Context: an optimization exercise on an open-source flow, tuned for small area. The choices shown serve that exercise and are no tape-out recipe. Function was checked by simulation only, so behaviour that the tests miss may differ from the original. The flow treats the clock pin as an ideal source. Dropping or thinning the clock tree relies on that and would not hold on a real chip. Power is estimated from default activity; no workload was simulated.

## top
module top(input clk,sys_rst,
            input [15:0] din,
            output [15:0] dout,
            output dout_valid,
            output din_ack,
            output [15:0] imem_addr,
            input [31:0] imem_data,
            output halted
);
    localparam [1:0] S_INIT = 2'd0, S_EXEC = 2'd1, S_UPD = 2'd2, S_HALT = 2'd3;
    reg [4:0]  ph;
    reg [1:0]  st;
    reg        cp;         
    reg        jt;         
    reg        pcc;        
    reg        cf, zf, sf, vf;
    reg [15:0] pc;
    reg [15:0] T;          
    reg [15:0] sg;         
    reg [511:0] gq;        
    reg [255:0] dq;        
    wire [3:0] b    = ph[3:0];
    wire       half = ph[4];
    wire       b0   = (b == 4'd0);
    wire       b15  = (b == 4'd15);
    wire [4:0]  op   = imem_data[31:27];
    wire [4:0]  rdst = imem_data[26:22];
    wire [4:0]  rs1  = imem_data[21:17];
    wire        imm  = imem_data[16];
    wire [4:0]  rs2  = imem_data[15:11];
    wire [15:0] isrc = imem_data[15:0];
    wire exec = (st == S_EXEC);
    wire upd  = (st == S_UPD);
    wire init = (st == S_INIT);
    wire op_mul  = (op == 5'd4);
    wire op_add  = (op == 5'd2);
    wire op_sub  = (op == 5'd3);
    wire op_gdm  = (op == 5'd12);
    wire op_din  = (op == 5'd13);
    wire op_dout = (op == 5'd14);
    wire op_dgpr = (op == 5'd15);
    wire op_jmp  = (op[4:3] == 2'b10) | (op == 5'd24);
    wire op_halt = (op == 5'd25);
    wire writes  = (op <= 5'd11) | op_dgpr;
    wire dmw     = op_gdm | op_din;
    wire [15:0] ghead, gmid;
    wire [7:0]  dhead, dmid;
    genvar gi;
    generate
        for (gi = 0; gi < 16; gi = gi + 1) begin : gt
            assign ghead[gi] = gq[32*gi + 31];
            assign gmid[gi]  = gq[32*gi + 15];
        end
        for (gi = 0; gi < 8; gi = gi + 1) begin : dt
  ...
clock: 15.0 ns
lec_check: 0
cap_margin: 20
core_margin: 2
core_utilization: 65
slew_margin: 20
standard.sh (not shown) runs the stock make flow with config.mk's settings and CLKGATE_MAP_FILE= SYNTH_SCRIPT=/design/flow/synth_recipe.tcl, a recipe that flattens the netlist after the stock synthesis.
==> flow/flow/run.sh <==
#!/bin/bash
# Own layout flow. It is the standard flow (standard synthesis, floorplan,
# power grid, tap cells, placement, routing, finishing unchanged) except:
#  - every port gets a buf_1 as its port buffer (BUFFER_PORTS_ARGS)
#  - the clock tree is built by flow/cts.tcl instead of TritonCTS: balanced
#    groups of flip-flops, each driven by one leaf buffer, all leaf buffers
#    driven by one root buffer (see flow/cts.tcl); ORFS's post-CTS timing
#    repair still runs.
# Each tool's output goes to its own log: ORFS writes one log per step under
# orfs/logs/, and make's output for each part goes to flow_*.log here.
set -euo pipefail
cd "$(dirname "$0")/.."
source flow/params.sh
export BUFFER_PORTS_ARGS="-buffer_cell sky130_fd_sc_hd__buf_1"
export CTS_LEAF_SINKS CTS_LEAF_CELL CTS_ROOT_CELL CTS_MAX_SLEW
bash standard.sh place > flow_place.log 2>&1
bash standard.sh run RUN_SCRIPT="$PWD/flow/cts.tcl" RUN_LOG_NAME_STEM=4_1_cts > flow_cts.log 2>&1
bash standard.sh finish > flow_finish.log 2>&1
==> flow/flow/cts.tcl <==
# Clock tree built by hand, in place of TritonCTS.
#
# The flip-flops are split by recursive bisection of their placed positions
# into groups of about CTS_LEAF_SINKS; each group is driven by one leaf clock
# buffer (CTS_LEAF_CELL) at the group's centre, and one root buffer
# (CTS_ROOT_CELL), driven by the clock port, drives all leaf buffers. After
# legalisation, every leaf whose worst clock-pin slew (placement parasitics)
# is over CTS_MAX_SLEW ns is split in two, until none is.
# Then the usual post-CTS steps of ORFS's cts.tcl: repair timing, legalise,
# write 4_1_cts.odb and 4_cts.sdc.
set leaf_sinks $::env(CTS_LEAF_SINKS)
set leaf_cell $::env(CTS_LEAF_CELL)
set root_cell $::env(CTS_ROOT_CELL)
set max_slew $::env(CTS_MAX_SLEW)
source $::env(SCRIPTS_DIR)/load.tcl
erase_non_stage_variables cts
load_design 3_place.odb 3_place.sdc

set block [ord::get_db_block]
set clk_net [$block findNet clk]

proc mkinst { name cell } {
  set m [[ord::get_db] findMaster $cell]
  return [odb::dbInst_create [ord::get_db_block] $m $name]
}
proc mknet { name } {
  set n [odb::dbNet_create [ord::get_db_block] $name]
  $n setSigType CLOCK
  return $n
}

# split items ({x y ...}) into n groups of nearly equal size by recursive bisection
proc bisect { items n } {
  if { $n <= 1 } { return [list $items] }
  set xs [lmap i $items { lindex $i 0 }]
  set ys [lmap i $items { lindex $i 1 }]
  set dx [expr {[tcl::mathfunc::max {*}$xs] - [tcl::mathfunc::min {*}$xs]}]
  set dy [expr {[tcl::mathfunc::max {*}$ys] - [tcl::mathfunc::min {*}$ys]}]
  set k [expr {$dx >= $dy ? 0 : 1}]
  set sorted [lsort -integer -index $k $items]
  set n1 [expr {$n / 2}]
  set cut [expr {int(round(double([llength $items]) * $n1 / $n))}]
  return [concat [bisect [lrange $sorted 0 [expr {$cut - 1}]] $n1] \
            [bisect [lrange $sorted $cut end] [expr {$n - $n1}]]]
}

proc centre { items } {
  set sx 0.0; set sy 0.0
  foreach i $items { set sx [expr {$sx + [lindex $i 0]}]; set sy [expr {$sy + [lindex $i 1]}] }
  set n [llength $items]
  return [list [expr {int($sx / $n)}] [expr {int($sy / $n)}]]
}

# place inst's centre near (x, y), on the site grid; detailed placement legalises it
proc put { inst x y } {
  set m [$inst getMaster]
  set x [expr {$x - [$m getWidth] / 2}]
  set y [expr {$y - [$m getHeight] / 2}]
  $inst setLocation [expr {($x / 460) * 460}] [expr {($y / 2720) * 2720}]
  $inst setPlacementStatus PLACED
}

# sinks: {x y iterm}
set sinks {}
foreach it [$clk_net getITerms] {
  set b [[$it getInst] getBBox]
  lappend sinks [list [expr {([$b xMin] + [$b xMax]) / 2}] [expr {([$b yMin] + [$b yMax]) / 2}] $it]
}
puts "own CTS: [llength $sinks] sinks on net clk"

set root [mkinst ctsroot $root_cell]
set root_net [mknet clknet_root]
[$root findITerm X] connect $root_net
[$root findITerm A] connect $clk_net

# leaf name -> group of sinks
set nleaves 0
proc make_leaf { group } {
  global nleaves leaf_cell root_net leaf_of
  set name "ctsleaf_$nleaves"
  set inst [mkinst $name $leaf_cell]
  set net [mknet "clknet_leaf_$nleaves"]
  [$inst findITerm X] connect $net
  [$inst findITerm A] connect $root_net
  foreach s $group {
    set it [lindex $s 2]
    $it disconnect
    $it connect $net
  }
  lassign [centre $group] cx cy
  put $inst $cx $cy
  set leaf_of($name) $group
  incr nleaves
}

# remove every leaf, reconnecting its sinks to the clock net
proc clear_leaves { } {
  global leaf_of nleaves clk_net
  set block [ord::get_db_block]
  foreach name [array names leaf_of] {
    set inst [$block findInst $name]
    set net [[$inst findITerm X] getNet]
    foreach s $leaf_of($name) {
      set it [lindex $s 2]
      $it disconnect
      $it connect $clk_net
    }
    [$inst findITerm A] disconnect
    [$inst findITerm X] disconnect
    odb::dbInst_destroy $inst
    odb::dbNet_destroy $net
  }
  array unset leaf_of
  set nleaves 0
}

proc leaf_slew { name } {
  set net [[ord::get_db_block] findNet [string map {ctsleaf_ clknet_leaf_} $name]]
  set worst 0.0
  foreach it [$net getITerms] {
    if {[$it isOutputSignal]} continue
    set pin [get_pins [[$it getInst] getName]/[[$it getMTerm] getName]]
    set worst [expr {max($worst, [get_property $pin slew_max_rise], [get_property $pin slew_max_fall])}]
  }
  return $worst
}

set_placement_padding -global \
  -left $::env(CELL_PAD_IN_SITES_DETAIL_PLACEMENT) \
  -right $::env(CELL_PAD_IN_SITES_DETAIL_PLACEMENT)
set_propagated_clock [all_clocks]
lassign [centre $sinks] cx cy
put $root $cx $cy

# CTS_LEAF_SINKS sinks per leaf, then split every leaf whose slew is over
# CTS_MAX_SLEW in two, until none is
set n [expr {int(ceil(double([llength $sinks]) / $leaf_sinks))}]
foreach g [bisect $sinks $n] { make_leaf $g }
for {set round 0} {$round < 20} {incr round} {
  detailed_placement
  estimate_parasitics -placement
  set bad {}
  set worst 0.0
  foreach name [lsort -dictionary [array names leaf_of]] {
    set s [leaf_slew $name]
    set worst [expr {max($worst, $s)}]
    if { $s > $max_slew } { lappend bad $name }
  }
  puts [format "own CTS: %d leaves, worst clock-pin slew %.4f, %d over" $nleaves $worst [llength $bad]]
  if { [llength $bad] == 0 } break
  foreach name $bad {
    lassign [bisect $leaf_of($name) 2] g1 g2
    set inst [[ord::get_db_block] findInst $name]
    foreach s $g2 {
      [lindex $s 2] disconnect
      [lindex $s 2] connect $clk_net
    }
    set leaf_of($name) $g1
    lassign [centre $g1] cx cy
    put $inst $cx $cy
    make_leaf $g2
  }
}

foreach name [lsort -dictionary [array names leaf_of]] {
  puts [format "own CTS leaf %s: %d sinks, slew %.4f" $name [llength $leaf_of($name)] [leaf_slew $name]]
}
report_clock_skew

repair_timing_helper
detailed_placement
check_placement -verbose
estimate_parasitics -placement
report_clock_skew
report_worst_slack -min
report_worst_slack -max

orfs_write_db $::env(RESULTS_DIR)/4_1_cts.odb
orfs_write_sdc $::env(RESULTS_DIR)/4_cts.sdc
Other scripts of this flow, unchanged in this note and not shown: flow/flow/params.sh
The first run completed without violations.
Edit:
- CORE_UTILIZATION: 65 -> 55
What happened: The new run went through all stages and came out clean; synthesized cell count stays the same; via count rises by 0.63%; die area goes up by 18%; global-route usage falls by 2.3 points; routed wire length rises by 2.7%.
Edit:
- CAP_MARGIN: 20 -> 0
- CORE_UTILIZATION: 55 -> 65
- SLEW_MARGIN: 20 -> 0
What happened:
- combinational power decreases by about 2%
- setup slack is about the same
- first-iteration DRC count decreases by 24%
Edit:
--- a/flow/flow/run.sh
+++ b/flow/flow/run.sh
@@ -1,5 +1,6 @@
 #!/bin/bash
-# Own layout flow. It is the standard flow (standard synthesis, floorplan,
-# power grid, tap cells, placement, routing, finishing unchanged) except:
+# Own layout flow. It is the standard flow (floorplan, power grid, tap
+# cells, placement, routing, finishing unchanged) except:
+#  - synthesis maps the logic with an area-oriented abc script (flow/own_synth.tcl)
 #  - every port gets a buf_1 as its port buffer (BUFFER_PORTS_ARGS)
 #  - the clock tree is built by flow/cts.tcl instead of TritonCTS: balanced
@@ -14,4 +15,5 @@
 export BUFFER_PORTS_ARGS="-buffer_cell sky130_fd_sc_hd__buf_1"
 export CTS_LEAF_SINKS CTS_LEAF_CELL CTS_ROOT_CELL CTS_MAX_SLEW
+bash standard.sh synth SYNTH_SCRIPT="$PWD/flow/own_synth.tcl" > flow_synth.log 2>&1
 bash standard.sh place > flow_place.log 2>&1
 bash standard.sh run RUN_SCRIPT="$PWD/flow/cts.tcl" RUN_LOG_NAME_STEM=4_1_cts > flow_cts.log 2>&1
==> flow/flow/abc_own.script (new file) <==
strash
dch -f
amap -m -C 2000 -F 2 -A 8
--- a/flow/flow/cts.tcl
+++ b/flow/flow/cts.tcl
@@ -168,4 +168,32 @@
 report_clock_skew
 
+# Downsize logic cells that synthesis sized up: each combinational cell that is
+# not a clock buffer and not a port buffer goes to the smallest drive strength
+# of its kind; repair_design and repair_timing below size up again where needed.
+set ndown 0
+set lib_cells {}
+foreach inst [$block getInsts] {
+  set m [$inst getMaster]
+  set mname [$m getName]
+  if { ![regexp {^(sky130_fd_sc_hd__[a-z0-9]+)_([0-9]+)$} $mname -> base drive] } continue
+  if { [string match *df* $base] || [string match *clk* $base] || [string match *dly* $base] } continue
+  if { [string match *tap* $base] || [string match *fill* $base] || [string match *decap* $base] } continue
+  if { [regexp {^(input|output)[0-9]+$} [$inst getName]] } continue
+  set best ""
+  foreach d {0 1} {
+    set cand [[ord::get_db] findMaster ${base}_$d]
+    if { $cand != "NULL" && [$cand getWidth] < [$m getWidth] } { set best $cand; break }
+  }
+  if { $best == "" } continue
+  if { [lsearch -exact $::env(DONT_USE_CELLS) [$best getName]] >= 0 } continue
+  replace_cell [$inst getName] [$best getName]
+  incr ndown
+}
+puts "own CTS: downsized $ndown cells"
+estimate_parasitics -placement
+repair_design_helper
+detailed_placement
+estimate_parasitics -placement
+
 repair_timing_helper
 detailed_placement
==> flow/flow/own_synth.tcl (new file) <==
# Synthesis: the standard synthesis script (synth_recipe.tcl) with one
# change: abc maps the logic with flow/abc_own.script, an area-oriented
# mapping (amap), instead of ORFS's speed script. Everything before and after
# abc (including the flip-flop mapping, flattening and renaming) is unchanged,
# so the flip-flops keep their names and cells.
proc synth {args} { yosys synth -nofsm -noshare {*}$args }
set ::own_abc_script [file join [file dirname [file normalize [info script]]] abc_own.script]
proc abc {args} {
  set i [lsearch -exact $args -script]
  if {$i >= 0} { set args [lreplace $args $i [expr {$i + 1}] -script $::own_abc_script] }
  yosys abc {*}$args
}
source $::env(SCRIPTS_DIR)/synth.tcl
# left out here: clear keep_hierarchy, flatten, clean up, hide names made inside functions, write 1_2_yosys.v
- CAP_MARGIN: 0 -> 20
- SLEW_MARGIN: 0 -> 20
Worst hold slack is worse by 0.023 ns. Global-route usage came out higher by 4.7 points. Worst setup slack gets worse by 1.7 ns.
No run of this note takes its clock network from TritonCTS; it comes from the design's own scripts or RTL.

* * *

The RTL this note starts from:
==> flow/design.v <==
`timescale 1ns/1ps
module top(input clk,sys_rst,
            input [15:0] din,
            output [15:0] dout,
            output dout_valid,
            output din_ack,
            output [15:0] imem_addr,
            input [31:0] imem_data,
            output halted
);
    localparam [1:0] S_INIT = 2'd0, S_EXEC = 2'd1, S_UPD = 2'd2, S_HALT = 2'd3;
    reg [4:0]  ph;
    reg [1:0]  st;
    reg        cp;         
    reg        jt;         
    reg        pcc;        
    reg        cf, zf, sf, vf;
    reg [15:0] pc;
    reg [15:0] T;          
    reg [15:0] sg;         
    reg [511:0] gq;        
    reg [255:0] dq;        
    wire [3:0] b    = ph[3:0];
    wire       half = ph[4];
    wire       b0   = (b == 4'd0);
    wire       b15  = (b == 4'd15);
    wire [4:0]  op   = imem_data[31:27];
    wire [4:0]  rdst = imem_data[26:22];
    wire [4:0]  rs1  = imem_data[21:17];
    wire        imm  = imem_data[16];
    wire [4:0]  rs2  = imem_data[15:11];
    wire [15:0] isrc = imem_data[15:0];
    wire exec = (st == S_EXEC);
    wire upd  = (st == S_UPD);
    wire init = (st == S_INIT);
    wire op_mul  = (op == 5'd4);
    wire op_add  = (op == 5'd2);
    wire op_sub  = (op == 5'd3);
    wire op_gdm  = (op == 5'd12);
    wire op_din  = (op == 5'd13);
    wire op_dout = (op == 5'd14);
    wire op_dgpr = (op == 5'd15);
    wire op_jmp  = (op[4:3] == 2'b10) | (op == 5'd24);
    wire op_halt = (op == 5'd25);
    wire writes  = (op <= 5'd11) | op_dgpr;
    wire dmw     = op_gdm | op_din;
    wire [15:0] ghead, gmid;
    wire [7:0]  dhead, dmid;
    genvar gi;
    generate
        for (gi = 0; gi < 16; gi = gi + 1) begin : gt
            assign ghead[gi] = gq[32*gi + 31];
            assign gmid[gi]  = gq[32*gi + 15];
        end
        for (gi = 0; gi < 8; gi = gi + 1) begin : dt
            assign dhead[gi] = dq[32*gi + 31];
            assign dmid[gi]  = dq[32*gi + 15];
        end
    endgenerate
    wire [31:0] gtap = {gmid, ghead};
    wire [15:0] dtap = {dmid, dhead};
    wire needcp = op_mul | op_gdm | (~imm & ((op == 5'd2) | (op == 5'd3) | ((op >= 5'd5) & (op <= 5'd10))));
    wire copyw  = needcp & ~cp;
    wire [4:0] sa = copyw ? (op_gdm ? rs1 : rs2) : (writes ? rs1 : rdst);
    wire a_bit = gtap[{sa[4] ^ half, sa[3:0]}];
    wire r_bit = a_bit;
    wire m_bit = dtap[{isrc[3] ^ half, isrc[2:0]}];
    wire i_bit = isrc[b];
    wire d_bit = din[b];
    wire bb    = imm ? i_bit : T[0];
    wire ua    = imm ? i_bit : a_bit;
    wire final_w = ~copyw & (writes ? (half == rdst[4]) :
                             dmw    ? (half == isrc[3]) : 1'b1);
    wire mstep = exec & op_mul & final_w;
    wire clr   = exec & op_mul & copyw;
    wire y     = mstep & a_bit;
    wire [15:0] pp = {16{y}} & T;
    wire [16:0] mc;
    wire [15:0] ms;
    assign mc[0] = 1'b0;
    generate
        for (gi = 0; gi < 16; gi = gi + 1) begin : mfa
            assign ms[gi]   = sg[gi] ^ pp[gi] ^ mc[gi];
            assign mc[gi+1] = (sg[gi] & pp[gi]) | (sg[gi] & mc[gi]) | (pp[gi] & mc[gi]);
        end
    endgenerate
    wire [16:0] msum = {mc[16], ms};
    wire bx   = bb ^ op_sub;
    wire cin  = b0 ? op_sub : cf;
    wire sum  = a_bit ^ bx ^ cin;
    wire cout = (a_bit & bx) | (a_bit & cin) | (bx & cin);
    reg res;
    always @(*) begin
        case (op)
            5'd0:  res = sg[0];
            5'd1:  res = ua;
            5'd2:  res = sum;
            5'd3:  res = sum;
            5'd4:  res = msum[0];
            5'd5:  res = a_bit | bb;
            5'd6:  res = a_bit & bb;
            5'd7:  res = a_bit ^ bb;
            5'd8:  res = ~(a_bit ^ bb);
            5'd9:  res = ~(a_bit & bb);
            5'd10: res = ~(a_bit | bb);
            5'd11: res = ~ua;
            5'd15: res = m_bit;
            default: res = r_bit;
        endcase
    end
    reg jcond;
    always @(*) begin
        case (op)
            5'd16: jcond = 1'b1;
            5'd17: jcond = cf;
            5'd18: jcond = ~cf;
            5'd19: jcond = sf;
            5'd20: jcond = ~sf;
            5'd21: jcond = zf;
            5'd22: jcond = ~zf;
            5'd23: jcond = vf;
            5'd24: jcond = ~vf;
            default: jcond = 1'b0;
        endcase
    end
    wire gwe  = exec & final_w & writes;
    wire dwe  = exec & final_w & dmw;
    wire dbit = op_din ? d_bit : T[0];
    assign din_ack    = exec & final_w & op_din & b15;
    assign dout_valid = upd & b0 & op_dout;
    assign dout       = T;
    assign imem_addr  = pc;
    assign halted     = (st == S_HALT);
    integer i;
    always @(posedge clk) begin
        for (i = 0; i < 16; i = i + 1)
            gq[32*i +: 32] <= {gq[32*i +: 31],
                               (gwe && rdst[3:0] == i) ? res : gq[32*i + 31]};
        for (i = 0; i < 8; i = i + 1)
            dq[32*i +: 32] <= {dq[32*i +: 31],
                               (dwe && isrc[2:0] == i) ? dbit : dq[32*i + 31]};
    end
    always @(posedge clk)
        sg <= {mstep ? msum[16] : (clr ? 1'b0 : sg[0]), msum[15:1]};
    wire tshift = (exec & (copyw | (final_w & ~op_mul))) | (upd & jt);
    wire tin    = op_dout ? m_bit : ((op_jmp | (op_mul & imm)) ? i_bit : a_bit);
    always @(posedge clk)
        if (tshift) T <= {tin, T[15:1]};
    wire pshift = (upd | init) & ~b15;
    wire pcy    = b0 ? pc[0] : pcc;
    wire nb     = init ? 1'b0 : (jt ? T[1] : (pc[1] ^ pcy));
    always @(posedge clk) begin
        pcc <= pcy & pc[1];
        if (pshift) pc[15:1] <= {nb, pc[15:2]};
        if ((upd | init) & b0) pc[0] <= init ? 1'b0 : (jt ? isrc[0] : ~pc[0]);
    end
    always @(posedge clk) begin
        if (sys_rst) begin
            ph <= 5'd0;
            st <= S_INIT;
            cp <= 1'b0;
            cf <= 1'b0;
            zf <= 1'b0;
            sf <= 1'b0;
            vf <= 1'b0;
        end else begin
            ph <= ph + 5'd1;
            case (st)
                S_INIT: if (b15) st <= S_EXEC;
                S_EXEC: begin
                    if (b0) jt <= jcond;
                    if (b0 & op_halt) st <= S_HALT;
                    else if (b15 & final_w) st <= S_UPD;
                    if (b15 & needcp) cp <= 1'b1;
                    cf <= b15 ? (op_add & cout) : cout;
                    zf <= (b0 ? 1'b1 : zf) & ~res;
                    if (b15) begin
                        sf <= res;
                        vf <= (op_add | op_sub) & (cin ^ cout);
                    end
                end
                S_UPD: begin
                    if (b0 & op_mul) begin
                        zf <= zf & ~(|sg);
                        sf <= sg[15];
                    end
                    if (b15) begin
                        st <= S_EXEC;
                        cp <= 1'b0;
                    end
                end
                default: ;
            endcase
        end
    end
endmodule
==> flow/config.mk <==
export PLATFORM = sky130hd
export DESIGN_NAME = top
export DESIGN_NICKNAME = top
export VERILOG_FILES = /design/flow/design.v
export SDC_FILE = /design/flow/constraint.sdc
export NUM_CORES = 8
export LEC_CHECK = 0
export CAP_MARGIN = 20
export CORE_MARGIN = 2
export CORE_UTILIZATION = 55
export SLEW_MARGIN = 20
==> flow/constraint.sdc <==
create_clock -name core_clock -period 15.0 [get_ports {clk}]
set_input_delay 3.0000 -clock core_clock [delete_from_list [all_inputs] [get_ports {clk}]]
set_output_delay 3.0000 -clock core_clock [all_outputs]
set_load 0.01 [all_outputs]
==> flow/flow/run.sh <==
#!/bin/bash
# Own layout flow. It is the standard flow (standard synthesis, floorplan,
# power grid, tap cells, placement, routing, finishing unchanged) except:
#  - every port gets a buf_1 as its port buffer (BUFFER_PORTS_ARGS)
#  - the clock tree is built by flow/cts.tcl instead of TritonCTS: balanced
#    groups of flip-flops, each driven by one leaf buffer, under a two-level
#    buffer tree (see flow/cts.tcl); the ORFS post-CTS timing repair still runs.
# Each tool's output goes to its own log: ORFS writes one log per step under
# orfs/logs/, and make's output for each part goes to flow_*.log here.
set -euo pipefail
cd "$(dirname "$0")/.."
source flow/params.sh
export BUFFER_PORTS_ARGS="-buffer_cell sky130_fd_sc_hd__buf_1"
export CTS_LEAF_SINKS CTS_MID_FANOUT CTS_LEAF_CELL CTS_MID_CELL CTS_ROOT_CELL
bash standard.sh place > flow_place.log 2>&1
bash standard.sh run RUN_SCRIPT="$PWD/flow/cts.tcl" RUN_LOG_NAME_STEM=4_1_cts > flow_cts.log 2>&1
bash standard.sh finish > flow_finish.log 2>&1
==> flow/flow/cts.tcl <==
# Clock tree built by hand: the flip-flops are split by recursive bisection of
# their placed positions into groups of about CTS_LEAF_SINKS, each driven by one
# leaf clock buffer at the group's centre; the leaf buffers are split the same
# way into groups of about CTS_MID_FANOUT, each driven by a middle buffer, and
# one root buffer next to the clock port drives the middle buffers.
# Then the usual post-CTS steps of ORFS's cts.tcl: legalise, repair timing,
# legalise, write 4_1_cts.odb and 4_cts.sdc.
set leaf_sinks $::env(CTS_LEAF_SINKS)
set mid_fanout $::env(CTS_MID_FANOUT)
set leaf_cell $::env(CTS_LEAF_CELL)
set mid_cell $::env(CTS_MID_CELL)
set root_cell $::env(CTS_ROOT_CELL)
source $::env(SCRIPTS_DIR)/load.tcl
erase_non_stage_variables cts
load_design 3_place.odb 3_place.sdc

set block [ord::get_db_block]
set db [ord::get_db]
proc mkinst { name cell } {
  set m [[ord::get_db] findMaster $cell]
  return [odb::dbInst_create [ord::get_db_block] $m $name]
}
proc mknet { name } {
  set n [odb::dbNet_create [ord::get_db_block] $name]
  $n setSigType CLOCK
  return $n
}
proc conn { inst pin net } {
  [$inst findITerm $pin] connect $net
}
set clk_net [$block findNet clk]

# sinks: {x y iterm}
set sinks {}
foreach it [$clk_net getITerms] {
  set inst [$it getInst]
  set bb [$inst getBBox]
  set x [expr {([$bb xMin] + [$bb xMax]) / 2}]
  set y [expr {([$bb yMin] + [$bb yMax]) / 2}]
  lappend sinks [list $x $y $it]
}
puts "own CTS: [llength $sinks] sinks on net clk"

# split items ({x y ...}) into n groups of nearly equal size by recursive bisection
proc bisect { items n } {
  if { $n <= 1 } { return [list $items] }
  set xs [lmap i $items { lindex $i 0 }]
  set ys [lmap i $items { lindex $i 1 }]
  set dx [expr {[tcl::mathfunc::max {*}$xs] - [tcl::mathfunc::min {*}$xs]}]
  set dy [expr {[tcl::mathfunc::max {*}$ys] - [tcl::mathfunc::min {*}$ys]}]
  set k [expr {$dx >= $dy ? 0 : 1}]
  set sorted [lsort -integer -index $k $items]
  set n1 [expr {$n / 2}]
  set cut [expr {int(round(double([llength $items]) * $n1 / $n))}]
  return [concat [bisect [lrange $sorted 0 [expr {$cut - 1}]] $n1] \
            [bisect [lrange $sorted $cut end] [expr {$n - $n1}]]]
}

proc centre { items } {
  set sx 0.0; set sy 0.0
  foreach i $items { set sx [expr {$sx + [lindex $i 0]}]; set sy [expr {$sy + [lindex $i 1]}] }
  set n [llength $items]
  return [list [expr {int($sx / $n)}] [expr {int($sy / $n)}]]
}

set site_w 460
set row_h 2720
proc put { name x y } {
  set inst [[ord::get_db_block] findInst $name]
  set m [$inst getMaster]
  set x [expr {$x - [$m getWidth] / 2}]
  set y [expr {$y - [$m getHeight] / 2}]
  $inst setLocation [expr {($x / 460) * 460}] [expr {($y / 2720) * 2720}]
  $inst setPlacementStatus PLACED
}

set nleaf [expr {int(ceil(double([llength $sinks]) / $leaf_sinks))}]
set leaf_groups [bisect $sinks $nleaf]
set leaves {}
set li 0
foreach g $leaf_groups {
  set name "ctsleaf_$li"
  set net "clknet_leaf_$li"
  set bi [mkinst $name $leaf_cell]
  set bn [mknet $net]
  conn $bi X $bn
  foreach s $g {
    set it [lindex $s 2]
    $it disconnect
    $it connect $bn
  }
  lassign [centre $g] cx cy
  put $name $cx $cy
  lappend leaves [list $cx $cy $name]
  incr li
}
puts "own CTS: $nleaf leaf buffers ($leaf_cell)"

if { $mid_fanout > 0 } {
  set nmid [expr {int(ceil(double($nleaf) / $mid_fanout))}]
} else {
  set nmid 0
}
set mids {}
if { $nmid > 0 } {
  set mid_groups [bisect $leaves $nmid]
  set mi 0
  foreach g $mid_groups {
    set name "ctsmid_$mi"
    set net "clknet_mid_$mi"
    set bi [mkinst $name $mid_cell]
    set bn [mknet $net]
    conn $bi X $bn
    foreach l $g { conn [$block findInst [lindex $l 2]] A $bn }
    lassign [centre $g] cx cy
    put $name $cx $cy
    lappend mids [list $cx $cy $name]
    incr mi
  }
}
puts "own CTS: $nmid middle buffers ($mid_cell)"

set bi [mkinst ctsroot $root_cell]
set bn [mknet clknet_root]
conn $bi X $bn
if { $nmid == 0 } { set mids $leaves }
foreach m $mids { conn [$block findInst [lindex $m 2]] A $bn }
conn $bi A $clk_net
lassign [centre $mids] cx cy
put ctsroot $cx $cy
$clk_net setSigType CLOCK

set_placement_padding -global \
  -left $::env(CELL_PAD_IN_SITES_DETAIL_PLACEMENT) \
  -right $::env(CELL_PAD_IN_SITES_DETAIL_PLACEMENT)
detailed_placement
set_propagated_clock [all_clocks]
estimate_parasitics -placement
report_clock_skew
report_clock_min_period

repair_timing_helper
detailed_placement
check_placement -verbose
estimate_parasitics -placement
report_clock_skew
report_worst_slack -min
report_worst_slack -max

orfs_write_db $::env(RESULTS_DIR)/4_1_cts.odb
orfs_write_sdc $::env(RESULTS_DIR)/4_cts.sdc
==> flow/flow/params.sh <==
CTS_LEAF_SINKS=32
CTS_MID_FANOUT=0
CTS_LEAF_CELL=sky130_fd_sc_hd__clkbuf_16
CTS_MID_CELL=sky130_fd_sc_hd__clkbuf_16
CTS_ROOT_CELL=sky130_fd_sc_hd__clkbuf_16
Then changed:
--- a/flow/flow/cts.tcl
+++ b/flow/flow/cts.tcl
@@ -97,25 +97,19 @@
 puts "own CTS: $nleaf leaf buffers ($leaf_cell)"
 
-if { $mid_fanout > 0 } {
-  set nmid [expr {int(ceil(double($nleaf) / $mid_fanout))}]
-} else {
-  set nmid 0
-}
+set nmid [expr {int(ceil(double($nleaf) / $mid_fanout))}]
+set mid_groups [bisect $leaves $nmid]
 set mids {}
-if { $nmid > 0 } {
-  set mid_groups [bisect $leaves $nmid]
-  set mi 0
-  foreach g $mid_groups {
-    set name "ctsmid_$mi"
-    set net "clknet_mid_$mi"
-    set bi [mkinst $name $mid_cell]
-    set bn [mknet $net]
-    conn $bi X $bn
-    foreach l $g { conn [$block findInst [lindex $l 2]] A $bn }
-    lassign [centre $g] cx cy
-    put $name $cx $cy
-    lappend mids [list $cx $cy $name]
-    incr mi
-  }
+set mi 0
+foreach g $mid_groups {
+  set name "ctsmid_$mi"
+  set net "clknet_mid_$mi"
+  set bi [mkinst $name $mid_cell]
+  set bn [mknet $net]
+  conn $bi X $bn
+  foreach l $g { conn [$block findInst [lindex $l 2]] A $bn }
+  lassign [centre $g] cx cy
+  put $name $cx $cy
+  lappend mids [list $cx $cy $name]
+  incr mi
 }
 puts "own CTS: $nmid middle buffers ($mid_cell)"
@@ -124,5 +118,4 @@
 set bn [mknet clknet_root]
 conn $bi X $bn
-if { $nmid == 0 } { set mids $leaves }
 foreach m $mids { conn [$block findInst [lindex $m 2]] A $bn }
 conn $bi A $clk_net
==> flow/flow/params.sh (replaced) <==
CTS_LEAF_SINKS=35
CTS_MID_FANOUT=6
CTS_LEAF_CELL=sky130_fd_sc_hd__clkbuf_16
CTS_MID_CELL=sky130_fd_sc_hd__clkbuf_16
CTS_ROOT_CELL=sky130_fd_sc_hd__clkbuf_16
--- a/flow/config.mk
+++ b/flow/config.mk
@@ -8,4 +8,4 @@
 export CAP_MARGIN = 20
 export CORE_MARGIN = 2
-export CORE_UTILIZATION = 55
+export CORE_UTILIZATION = 40
 export SLEW_MARGIN = 20
After rerunning: Die area grows by well over a third; cell area grows slightly; synthesized area is unchanged; worst setup slack got worse by 99 ps; core utilization shrinks by 16 points; fmax shrinks slightly; flip-flop and latch count is unchanged; total power grows slightly.
Then changed:
--- a/flow/flow/cts.tcl
+++ b/flow/flow/cts.tcl
@@ -97,19 +97,25 @@
 puts "own CTS: $nleaf leaf buffers ($leaf_cell)"
 
-set nmid [expr {int(ceil(double($nleaf) / $mid_fanout))}]
-set mid_groups [bisect $leaves $nmid]
+if { $mid_fanout > 0 } {
+  set nmid [expr {int(ceil(double($nleaf) / $mid_fanout))}]
+} else {
+  set nmid 0
+}
 set mids {}
-set mi 0
-foreach g $mid_groups {
-  set name "ctsmid_$mi"
-  set net "clknet_mid_$mi"
-  set bi [mkinst $name $mid_cell]
-  set bn [mknet $net]
-  conn $bi X $bn
-  foreach l $g { conn [$block findInst [lindex $l 2]] A $bn }
-  lassign [centre $g] cx cy
-  put $name $cx $cy
-  lappend mids [list $cx $cy $name]
-  incr mi
+if { $nmid > 0 } {
+  set mid_groups [bisect $leaves $nmid]
+  set mi 0
+  foreach g $mid_groups {
+    set name "ctsmid_$mi"
+    set net "clknet_mid_$mi"
+    set bi [mkinst $name $mid_cell]
+    set bn [mknet $net]
+    conn $bi X $bn
+    foreach l $g { conn [$block findInst [lindex $l 2]] A $bn }
+    lassign [centre $g] cx cy
+    put $name $cx $cy
+    lappend mids [list $cx $cy $name]
+    incr mi
+  }
 }
 puts "own CTS: $nmid middle buffers ($mid_cell)"
@@ -118,4 +124,5 @@
 set bn [mknet clknet_root]
 conn $bi X $bn
+if { $nmid == 0 } { set mids $leaves }
 foreach m $mids { conn [$block findInst [lindex $m 2]] A $bn }
 conn $bi A $clk_net
==> flow/flow/params.sh (replaced) <==
CTS_LEAF_SINKS=35
CTS_MID_FANOUT=0
CTS_LEAF_CELL=sky130_fd_sc_hd__clkbuf_16
CTS_MID_CELL=sky130_fd_sc_hd__clkbuf_16
CTS_ROOT_CELL=sky130_fd_sc_hd__clkbuf_16
--- a/flow/config.mk
+++ b/flow/config.mk
@@ -8,4 +8,4 @@
 export CAP_MARGIN = 20
 export CORE_MARGIN = 2
-export CORE_UTILIZATION = 40
+export CORE_UTILIZATION = 55
 export SLEW_MARGIN = 20
What happened: Core utilization grows by 16 points. Clock power fell by a little under a tenth. Wire length came out lower by a few percent. Clock skew went down by 6.7 ps. Power is lower by a few percent.
In every run of this note, the design's own scripts or RTL, not TritonCTS, make the clock network.

==> afterwards: timing with drivers on the ports <==
No port has a modelled driver above. Below, the same layouts with a new extraction and two added sets of constraints. Step 1, drivers: a clkbuf_16 drives clk and a buf_2 each remaining input, both assumed. Step 2 times the ports against the registers' clock, not the clock port: input delays grow and output delays shrink by t, the midpoint of the rising clock arrivals with the driver on. Three values: ideal, step 1, step 2; two values: the first two.
run | t, ns | slack for setup (ns) | worst setup path at the end | pins driven straight from the clock port
the first run of note 1 | 0.639 | 3.455 / 3.441 / 2.802 | input to register | 1
the second run of note 1 | 0.645 | 3.436 / 3.433 / 2.788 | input to register | 1
the third run of note 1 | 0.638 | 3.433 / 3.424 / 2.786 | input to register | 1
the fourth run of note 1 | 0.644 | 1.692 / 1.692 / 1.048 | input to register | 1
the first run of note 2 | 0.647 | 2.570 / 2.562 / 1.914 | input to register | 1
the second run of note 2 | 0.593 | 2.472 / 2.492 / 1.899 | input to register | 1
the third run of note 2 | 0.639 | 2.579 / 2.571 / 1.931 | input to register | 1
After both steps every run listed still meets setup and hold. For the first run of note 2, which loses most, drivers alone change the setup slack by -0.008 ns; drivers and shift together by -0.656 ns.
